This is an optimization exercise on Yosys and OpenROAD, whose aim is small area, not a production implementation. Where RTL was checked, it was by simulation tests only, not by an equivalence proof against the original.

==> inputs of build 60 <==
==> flow/design.v <==
module calendar_clock (
    input         clk,
    input         rst_n,
    input         tick,
    input         adj_min,
    input         adj_hr,
    input         day_add,
    input         month_add,
    input         year_add,
    input         set_min,
    input         set_hr,
    input         bell_en,
    output [7:0]  hour,
    output [7:0]  minute,
    output [7:0]  second,
    output [7:0]  day,
    output [7:0]  month,
    output [15:0] year,
    output        leap,
    output [2:0]  weekday,
    output        pulse_day,
    output [7:0]  alarm_hr,
    output [7:0]  alarm_min,
    output        alarm,
    output        chime
);
    function [3:0] inc10(input [3:0] u);
        inc10 = {u[3] ^ (u[0] & (u[3] | (u[1] & u[2]))),
                 u[2] ^ (u[0] & u[1]),
                 u[1] ^ (u[0] & ~u[3]),
                 ~u[0]};
    endfunction
    function [2:0] inc6(input [2:0] t);
        inc6 = {t[2] ^ (t[0] & (t[1] | t[2])),
                t[1] ^ (t[0] & ~t[2]),
                ~t[0]};
    endfunction
    function is9(input [3:0] u);
        is9 = u[3] & u[0];
    endfunction
    function is5(input [2:0] t);
        is5 = t[2] & t[0];
    endfunction
    reg [2:0] s_t, m_t, am_t;
    reg [3:0] s_u, m_u, am_u;
    reg [1:0] h_t, ah_t, d_t;
    reg [3:0] h_u, ah_u, d_u;
    reg [3:0] mo;                  
    reg [3:0] y3, y2, y1, y0;      
    wire s59   = is5(s_t) & is9(s_u);
    wire m59   = is5(m_t) & is9(m_u);
    wire h23   = h_t[1] & h_u[1] & h_u[0];
    wire ah23  = ah_t[1] & ah_u[1] & ah_u[0];
    assign pulse_day = h23 & m59 & s59;
    wire feb  = ~mo[3] & ~mo[2] & mo[1] & ~mo[0];
    wire l31  = mo[3] ^ mo[0];
    wire l30  = ~l31 & ~feb;
    wire l29  = feb & leap;
    wire l28  = feb & ~leap;
    wire dt3  = d_t[1] & d_t[0];
    wire dt2  = d_t[1] & ~d_t[0];
    wire day_ge = dt3 ? (~l31 | d_u[0]) : (dt2 & (l29 ? is9(d_u) : l28 & d_u[3]));
    wire day_eq = (l31 & dt3 & d_u[0]) | (l30 & dt3 & ~d_u[0]) |
                  (l29 & dt2 & is9(d_u)) | (l28 & dt2 & d_u[3] & ~d_u[0]);
    wire pulse_month = pulse_day & day_eq;
    wire pulse_year  = pulse_month & mo[3] & mo[2];
    wire y9999 = is9(y3) & is9(y2) & is9(y1) & is9(y0);
    wire en_min = tick & (adj_min | s59);
    wire en_hr  = tick & (adj_hr | (m59 & s59));
    wire en_day = tick & (pulse_day | day_add);
    wire en_mon = tick & (pulse_month | month_add);
    wire en_yr  = tick & (pulse_year | year_add);
    always @(posedge clk or negedge rst_n) begin
        if (!rst_n) begin
            s_t <= 3'd0; s_u <= 4'd0;
            m_t <= 3'd0; m_u <= 4'd0;
            h_t <= 2'd0; h_u <= 4'd0;
            am_t <= 3'd0; am_u <= 4'd0;
            ah_t <= 2'd0; ah_u <= 4'd0;
            d_t <= 2'd1; d_u <= 4'd2;
            mo  <= 4'd12;
            y3 <= 4'd2; y2 <= 4'd0; y1 <= 4'd2; y0 <= 4'd3;
        end else begin
            if (tick) begin
                s_u <= inc10(s_u);
                if (is9(s_u)) s_t <= inc6(s_t);
            end
            if (en_min) begin
                m_u <= inc10(m_u);
                if (is9(m_u)) m_t <= inc6(m_t);
            end
            if (en_hr) begin
                if (h23) begin
                    h_t <= 2'd0; h_u <= 4'd0;
                end else begin
                    h_u <= inc10(h_u);
                    if (is9(h_u)) h_t <= h_t + 2'd1;
                end
            end
            if (tick & set_min) begin
                am_u <= inc10(am_u);
                if (is9(am_u)) am_t <= inc6(am_t);
            end
            if (tick & set_hr) begin
                if (ah23) begin
                    ah_t <= 2'd0; ah_u <= 4'd0;
                end else begin
                    ah_u <= inc10(ah_u);
                    if (is9(ah_u)) ah_t <= ah_t + 2'd1;
                end
            end
            if (en_day) begin
                if (day_ge) begin
                    d_t <= 2'd0; d_u <= 4'd1;
                end else begin
                    d_u <= inc10(d_u);
                    if (is9(d_u)) d_t <= d_t + 2'd1;
                end
            end
            if (en_mon)
                mo <= (mo[3] & mo[2]) ? 4'd1 : mo + 4'd1;
            if (en_yr) begin
                y0 <= y9999 ? 4'd1 : inc10(y0);
                if (is9(y0)) y1 <= inc10(y1);
                if (is9(y0) & is9(y1)) y2 <= inc10(y2);
                if (is9(y0) & is9(y1) & is9(y2)) y3 <= inc10(y3);
            end
        end
    end
    assign second    = {1'b0, s_t, s_u};
    assign minute    = {1'b0, m_t, m_u};
    assign hour      = {2'b0, h_t, h_u};
    assign alarm_min = {1'b0, am_t, am_u};
    assign alarm_hr  = {2'b0, ah_t, ah_u};
    assign day       = {2'b0, d_t, d_u};
    wire mo_ten = mo[3] & (mo[2] | mo[1]);
    assign month     = {3'b0, mo_ten, mo[3] & ~mo_ten, mo[2] & ~mo_ten,
                        mo_ten ? mo[2] : mo[1], mo[0]};
    assign year      = {y3, y2, y1, y0};
    wire k4 = ~y0[0] & (y0[1] ~^ y1[0]);      
    wire j4 = ~y2[0] & (y2[1] ~^ y3[0]);      
    wire kz = (y1 == 4'd0) & (y0 == 4'd0);
    assign leap = k4 & (~kz | j4);
    assign alarm = bell_en & (alarm_hr == hour) & (alarm_min == minute);
    assign chime = m59 & is5(s_t) & s_u[0] & (s_u[3] | (s_u[2] & ~s_u[1]));
    weekday_calc U_wd (.dt(d_t), .du(d_u), .mo(mo), .leap(leap),
                       .y3(y3), .y2(y2), .y1(y1), .y0(y0), .weekday(weekday));
endmodule
module weekday_calc (
    input  [1:0] dt,
    input  [3:0] du,
    input  [3:0] mo,
    input        leap,
    input  [3:0] y3, y2, y1, y0,
    output [2:0] weekday
);
    wire [2:0] t1 = {du[2], du[1] | (du[3] & du[0]), du[0] ^ du[3]};         
    wire [2:0] t2 = {dt[1] & ~dt[0], dt[1] | dt[0], dt[0] & ~dt[1]};         
    wire [2:0] t3 = {y1[1] | (y1[3] & y1[0]), y1[0] ^ y1[3], y1[2]};         
    reg  [2:0] t4;                                                           
    always @* begin
        case ({y1[0], y0})
            5'd0:  t4 = 3'd0; 5'd1:  t4 = 3'd1; 5'd2:  t4 = 3'd2; 5'd3:  t4 = 3'd3;
            5'd4:  t4 = 3'd5; 5'd5:  t4 = 3'd6; 5'd6:  t4 = 3'd0; 5'd7:  t4 = 3'd1;
            5'd8:  t4 = 3'd3; 5'd9:  t4 = 3'd4;
            5'd16: t4 = 3'd3; 5'd17: t4 = 3'd4; 5'd18: t4 = 3'd6; 5'd19: t4 = 3'd0;
            5'd20: t4 = 3'd1; 5'd21: t4 = 3'd2; 5'd22: t4 = 3'd4; 5'd23: t4 = 3'd5;
            5'd24: t4 = 3'd6; 5'd25: t4 = 3'd0;
            default: t4 = 3'bxxx;
        endcase
    end
    wire [1:0] rj = {y2[1] ^ y3[0], y2[0]};
    wire [2:0] t6 = {rj[0] & ~rj[1], rj[1] & ~rj[0], rj[0] | rj[1]};         
    reg  [2:0] t7;
    always @* begin
        case (mo)
            4'd1:  t7 = leap ? 3'd5 : 3'd6;
            4'd2:  t7 = leap ? 3'd1 : 3'd2;
            4'd3:  t7 = 3'd2;
            4'd4:  t7 = 3'd5;
            4'd5:  t7 = 3'd0;
            4'd6:  t7 = 3'd3;
            4'd7:  t7 = 3'd5;
            4'd8:  t7 = 3'd1;
            4'd9:  t7 = 3'd4;
            4'd10: t7 = 3'd6;
            4'd11: t7 = 3'd2;
            4'd12: t7 = 3'd4;
            default: t7 = 3'bxxx;
        endcase
    end
    function [1:0] fa(input a, input b, input c);    
        fa = {(a & b) | (a & c) | (b & c), a ^ b ^ c};
    endfunction
    wire [1:0] a0 = fa(t1[0], t2[0], t3[0]), b0 = fa(t4[0], t6[0], t7[0]);
    wire [1:0] a1 = fa(t1[1], t2[1], t3[1]), b1 = fa(t4[1], t6[1], t7[1]);
    wire [1:0] a2 = fa(t1[2], t2[2], t3[2]), b2 = fa(t4[2], t6[2], t7[2]);
    wire [1:0] c0 = fa(a0[0], b0[0], a2[1]);
    wire [1:0] c1 = fa(a1[0], b1[0], a0[1]);
    wire [1:0] c2 = fa(a2[0], b2[0], a1[1]);
    wire [1:0] e0 = fa(c0[0], b2[1], c2[1]);
    wire [1:0] e1 = fa(c1[0], b0[1], c0[1]);
    wire [1:0] e2 = fa(c2[0], b1[1], c1[1]);
    wire [2:0] x = {e2[0], e1[0], e0[0]};
    wire [2:0] y = {e1[1], e0[1], e2[1]};
    wire [3:0] s = x + y;
    wire [2:0] r = s[2:0] + s[3];
    assign weekday = (r == 3'd7) ? 3'd0 : r;
endmodule
==> flow/run.sh <==
#!/bin/bash
# synth_recipe.tcl (not shown) runs the flow's synth.tcl, then flattens the netlist and writes it again
# the make line also repeats each setting of config.mk as NAME=value (left out here)
make -C /OpenROAD-flow-scripts/flow DESIGN_CONFIG=/design/flow/config.mk WORK_HOME=/design/flow/orfs CLKGATE_MAP_FILE= SYNTH_SCRIPT=/design/flow/synth_recipe.tcl finish
==> flow/config.mk <==
export PLATFORM = sky130hd
export DESIGN_NAME = calendar_clock
export DESIGN_NICKNAME = calendar_clock
export VERILOG_FILES = /design/flow/design.v
export SDC_FILE = /design/flow/constraint.sdc
export NUM_CORES = 4
export LEC_CHECK = 0
export ABC_AREA = 1
export CAP_MARGIN = 20
export CORE_MARGIN = 2
export CORE_UTILIZATION = 40
export CTS_BUF_LIST = sky130_fd_sc_hd__clkbuf_2 sky130_fd_sc_hd__clkbuf_4
export PLACE_DENSITY = 0.6
export SLEW_MARGIN = 20
==> flow/constraint.sdc <==
create_clock -name core_clock -period 24.0 [get_ports {clk}]
set_input_delay 4.8000 -clock core_clock [delete_from_list [all_inputs] [get_ports {clk}]]
set_output_delay 4.8000 -clock core_clock [all_outputs]
set_load 0.01 [all_outputs]
==> trial 49: changes against build 60 <==
--- a/flow/design.v
+++ b/flow/design.v
@@ -145,65 +145,28 @@
     assign chime = m59 & is5(s_t) & s_u[0] & (s_u[3] | (s_u[2] & ~s_u[1]));
-    weekday_calc U_wd (.dt(d_t), .du(d_u), .mo(mo), .leap(leap),
-                       .y3(y3), .y2(y2), .y1(y1), .y0(y0), .weekday(weekday));
-endmodule
-module weekday_calc (
-    input  [1:0] dt,
-    input  [3:0] du,
-    input  [3:0] mo,
-    input        leap,
-    input  [3:0] y3, y2, y1, y0,
-    output [2:0] weekday
-);
-    wire [2:0] t1 = {du[2], du[1] | (du[3] & du[0]), du[0] ^ du[3]};         
-    wire [2:0] t2 = {dt[1] & ~dt[0], dt[1] | dt[0], dt[0] & ~dt[1]};         
-    wire [2:0] t3 = {y1[1] | (y1[3] & y1[0]), y1[0] ^ y1[3], y1[2]};         
-    reg  [2:0] t4;                                                           
+    reg [2:0] am;
     always @* begin
-        case ({y1[0], y0})
-            5'd0:  t4 = 3'd0; 5'd1:  t4 = 3'd1; 5'd2:  t4 = 3'd2; 5'd3:  t4 = 3'd3;
-            5'd4:  t4 = 3'd5; 5'd5:  t4 = 3'd6; 5'd6:  t4 = 3'd0; 5'd7:  t4 = 3'd1;
-            5'd8:  t4 = 3'd3; 5'd9:  t4 = 3'd4;
-            5'd16: t4 = 3'd3; 5'd17: t4 = 3'd4; 5'd18: t4 = 3'd6; 5'd19: t4 = 3'd0;
-            5'd20: t4 = 3'd1; 5'd21: t4 = 3'd2; 5'd22: t4 = 3'd4; 5'd23: t4 = 3'd5;
-            5'd24: t4 = 3'd6; 5'd25: t4 = 3'd0;
-            default: t4 = 3'bxxx;
+        case (mo)
+            4'd1:  am = leap ? 3'd5 : 3'd6;
+            4'd2:  am = leap ? 3'd1 : 3'd2;
+            4'd3:  am = 3'd2;
+            4'd4:  am = 3'd5;
+            4'd5:  am = 3'd0;
+            4'd6:  am = 3'd3;
+            4'd7:  am = 3'd5;
+            4'd8:  am = 3'd1;
+            4'd9:  am = 3'd4;
+            4'd10: am = 3'd6;
+            4'd11: am = 3'd2;
+            default: am = 3'd4;
         endcase
     end
-    wire [1:0] rj = {y2[1] ^ y3[0], y2[0]};
-    wire [2:0] t6 = {rj[0] & ~rj[1], rj[1] & ~rj[0], rj[0] | rj[1]};         
-    reg  [2:0] t7;
-    always @* begin
-        case (mo)
-            4'd1:  t7 = leap ? 3'd5 : 3'd6;
-            4'd2:  t7 = leap ? 3'd1 : 3'd2;
-            4'd3:  t7 = 3'd2;
-            4'd4:  t7 = 3'd5;
-            4'd5:  t7 = 3'd0;
-            4'd6:  t7 = 3'd3;
-            4'd7:  t7 = 3'd5;
-            4'd8:  t7 = 3'd1;
-            4'd9:  t7 = 3'd4;
-            4'd10: t7 = 3'd6;
-            4'd11: t7 = 3'd2;
-            4'd12: t7 = 3'd4;
-            default: t7 = 3'bxxx;
-        endcase
-    end
-    function [1:0] fa(input a, input b, input c);    
-        fa = {(a & b) | (a & c) | (b & c), a ^ b ^ c};
-    endfunction
-    wire [1:0] a0 = fa(t1[0], t2[0], t3[0]), b0 = fa(t4[0], t6[0], t7[0]);
-    wire [1:0] a1 = fa(t1[1], t2[1], t3[1]), b1 = fa(t4[1], t6[1], t7[1]);
-    wire [1:0] a2 = fa(t1[2], t2[2], t3[2]), b2 = fa(t4[2], t6[2], t7[2]);
-    wire [1:0] c0 = fa(a0[0], b0[0], a2[1]);
-    wire [1:0] c1 = fa(a1[0], b1[0], a0[1]);
-    wire [1:0] c2 = fa(a2[0], b2[0], a1[1]);
-    wire [1:0] e0 = fa(c0[0], b2[1], c2[1]);
-    wire [1:0] e1 = fa(c1[0], b0[1], c0[1]);
-    wire [1:0] e2 = fa(c2[0], b1[1], c1[1]);
-    wire [2:0] x = {e2[0], e1[0], e0[0]};
-    wire [2:0] y = {e1[1], e0[1], e2[1]};
-    wire [3:0] s = x + y;
-    wire [2:0] r = s[2:0] + s[3];
-    assign weekday = (r == 3'd7) ? 3'd0 : r;
+    wire [4:0] k2 = {y1, 1'b0} + {1'b0, y0};       
+    wire [4:0] j2 = {y3, 1'b0} + {1'b0, y2};
+    wire [7:0] wsum = {6'd0, d_t} * 8'd3 + d_u + am
+                    + y1 * 8'd5 + y0 + k2[4:2]
+                    + y3 * 8'd3 + y2 * 8'd5 + j2[4:2];
+    wire [4:0] f1 = wsum[7:6] + wsum[5:3] + wsum[2:0];
+    wire [3:0] f2 = f1[4:3] + f1[2:0];
+    wire [2:0] f3 = f2[3] + f2[2:0];
+    assign weekday = (f3 == 3'd7) ? 3'd0 : f3;
 endmodule
- CTS_BUF_LIST: sky130_fd_sc_hd__clkbuf_2 sky130_fd_sc_hd__clkbuf_4 -> unset
==> trial 82: changes against build 60 <==
==> flow/flow/run.sh (new file) <==
#!/bin/bash
# Own flow: the standard synthesis, then the combinational logic between the
# (unchanged) registers is re-mapped by ABC for area, then the standard
# layout, with the port buffers made from the smallest buffer cell.
set -euo pipefail
W=$(pwd)
F=$W/flow
R=$W/orfs/results/$FLOW_PLATFORM/calendar_clock/base
LIB=$FLOW_HOME/platforms/$FLOW_PLATFORM/lib/sky130_fd_sc_hd__tt_025C_1v80.lib
export BUFFER_PORTS_ARGS="-buffer_cell sky130_fd_sc_hd__buf_1"

bash standard.sh synth > $W/standard_synth.log 2>&1

cp $R/1_2_yosys.v $W/synth_standard.v
DU=$(sed -n '/DONT_USE_CELLS/,/^$/p' $FLOW_HOME/platforms/$FLOW_PLATFORM/config.mk | grep -o 'sky130_fd_sc_hd__[a-z0-9_]*' | sed 's/^/-dont_use /' | tr '\n' ' ')
cat > $W/remap.ys <<EOY
read_liberty -ignore_miss_func $LIB
read_verilog $W/synth_standard.v
hierarchy -top $FLOW_TOP
blackbox sky130_fd_sc_hd__df*
flatten
rename -hide w:* i:* o:* %u %d
opt_clean
tee -o $W/remap_stat_before.txt stat -liberty $LIB
abc -liberty $LIB -script $F/remap.abc $DU
opt_clean -purge
hilomap -hicell sky130_fd_sc_hd__conb_1 HI -locell sky130_fd_sc_hd__conb_1 LO
splitnets
opt_clean -purge
hierarchy -top $FLOW_TOP
tee -o $W/remap_stat_after.txt stat -liberty $LIB
write_verilog -noattr -nohex -nodec $W/synth_remap.v
EOY
yosys -s $W/remap.ys > $W/remap.log 2>&1

# Prove the re-mapped netlist equal to the standard one (same registers,
# internal nets hidden); keep the standard netlist if the proof fails.
cat > $W/remap_eq.ys <<EOY
read_liberty -ignore_miss_func $LIB
read_verilog $W/synth_standard.v
rename $FLOW_TOP gold
read_verilog $W/synth_remap.v
rename $FLOW_TOP gate
flatten gold gate
rename -hide gold/w:* gold/i:* gold/o:* %u %d
rename -hide gate/w:* gate/i:* gate/o:* %u %d
opt_clean
async2sync
equiv_make gold gate eq
hierarchy -top eq
equiv_simple -seq 2
equiv_induct -seq 2
equiv_status -assert
EOY
if yosys -s $W/remap_eq.ys > $W/remap_eq.log 2>&1; then
  cp $W/synth_remap.v $R/1_2_yosys.v
  touch $R/1_2_yosys.v
else
  echo "re-mapped netlist not proven equal; keeping the standard netlist" >> $W/remap_eq.log
fi

bash standard.sh > $W/standard_layout.log 2>&1
==> flow/flow/remap.abc (new file) <==
strash
&get -n
&deepsyn -T 30
&put
dch -f
amap
==> flow/standard.sh (new file) <==
#!/bin/bash
# synth_recipe.tcl (not shown) runs the flow's synth.tcl, then flattens the netlist and writes it again
# the make line also repeats each setting of config.mk as NAME=value (left out here)
make -C /OpenROAD-flow-scripts/flow DESIGN_CONFIG=/design/flow/config.mk WORK_HOME=/design/flow/orfs CLKGATE_MAP_FILE= SYNTH_SCRIPT=/design/flow/synth_recipe.tcl "${@:-finish}"
removed: flow/run.sh
==> results.py <==
metrics = {
    "outcome": {
        "status": "complete, no violations",
    },
    "setup_path": {
        "path_class": "reg -> out",
        "cp-start-kind": "flop",
        "path_max_fanout": 11,
    },
    "layout": {
        "signal_buffers": 79,
        "multi_input_area_um2": 3240,
    },
    "placement": {
        "place.detailed.hpwl_um": 9450,
    },
    "logic_synthesis": {
        "synth_top_area_frac": 0.238,
    },
    "global_route": {
        "grt_pass1_vias": 4320,
    },
    "sta": {
        "hold_ws_ns": 0.514,
    },
}
That was trial 49.
==> results.py <==
metrics = {
    "outcome": {
        "status": "complete, no violations",
    },
    "global_route": {
        "grt_pass1_vias": 3098,
    },
    "sta": {
        "hold_ws_ns": 0.510,
    },
    "setup_path": {
        "path_max_fanout": 1,
        "path_class": "in -> out",
    },
    "layout": {
        "multi_input_area_um2": 1660,
    },
}
That was trial 82.
==> results.py <==
metrics = {
    "outcome": {
        "status": "complete, no violations",
    },
    "layout": {
        "signal_buffers": 79,
        "multi_input_area_um2": 2240,
    },
    "logic_synthesis": {
        "synth_top_area_frac": 0.303,
    },
    "setup_path": {
        "path_max_fanout": 1,
        "cp-start-kind": "input pin",
    },
    "global_route": {
        "grt_pass1_vias": 3614,
    },
    "placement": {
        "place.detailed.hpwl_um": 7490,
    },
}
That was build 60.
No functional check of the RTL was part of trial 49.

## port drivers added, routing unchanged
Ports are ideal in the flow. The routed layouts listed here were re-timed in OpenROAD.
Step 1 sets driving cells, clkbuf_16 on the clock port and buf_2 on the other inputs (assumed; they add their load-dependent delay and slew).
Step 2 times the ports against the registers' clock, not the clock port: input delays grow and output delays shrink by t, the midpoint of the rising clock arrivals with the driver on.
Slacks: ideal / step 1 / step 2; pairs: ideal / step 1.
run	t, ns	slack for setup (ns)	worst hold slack (ns)	worst setup path at the end
build 60	0.454	12.927 / 12.901 / 12.901	0.511 / 0.511 / 0.511	input to output
trial 49	0.371	9.890 / 9.853 / 10.224	0.514 / 0.514 / 0.514	register to output
trial 82	0.407	13.454 / 13.433 / 13.433	0.510 / 0.510 / 0.510	input to output
After both steps setup and hold are still met in every run listed. The setup slack of build 60, which loses most, moves by -0.026 ns with the drivers and by -0.026 ns with both steps.
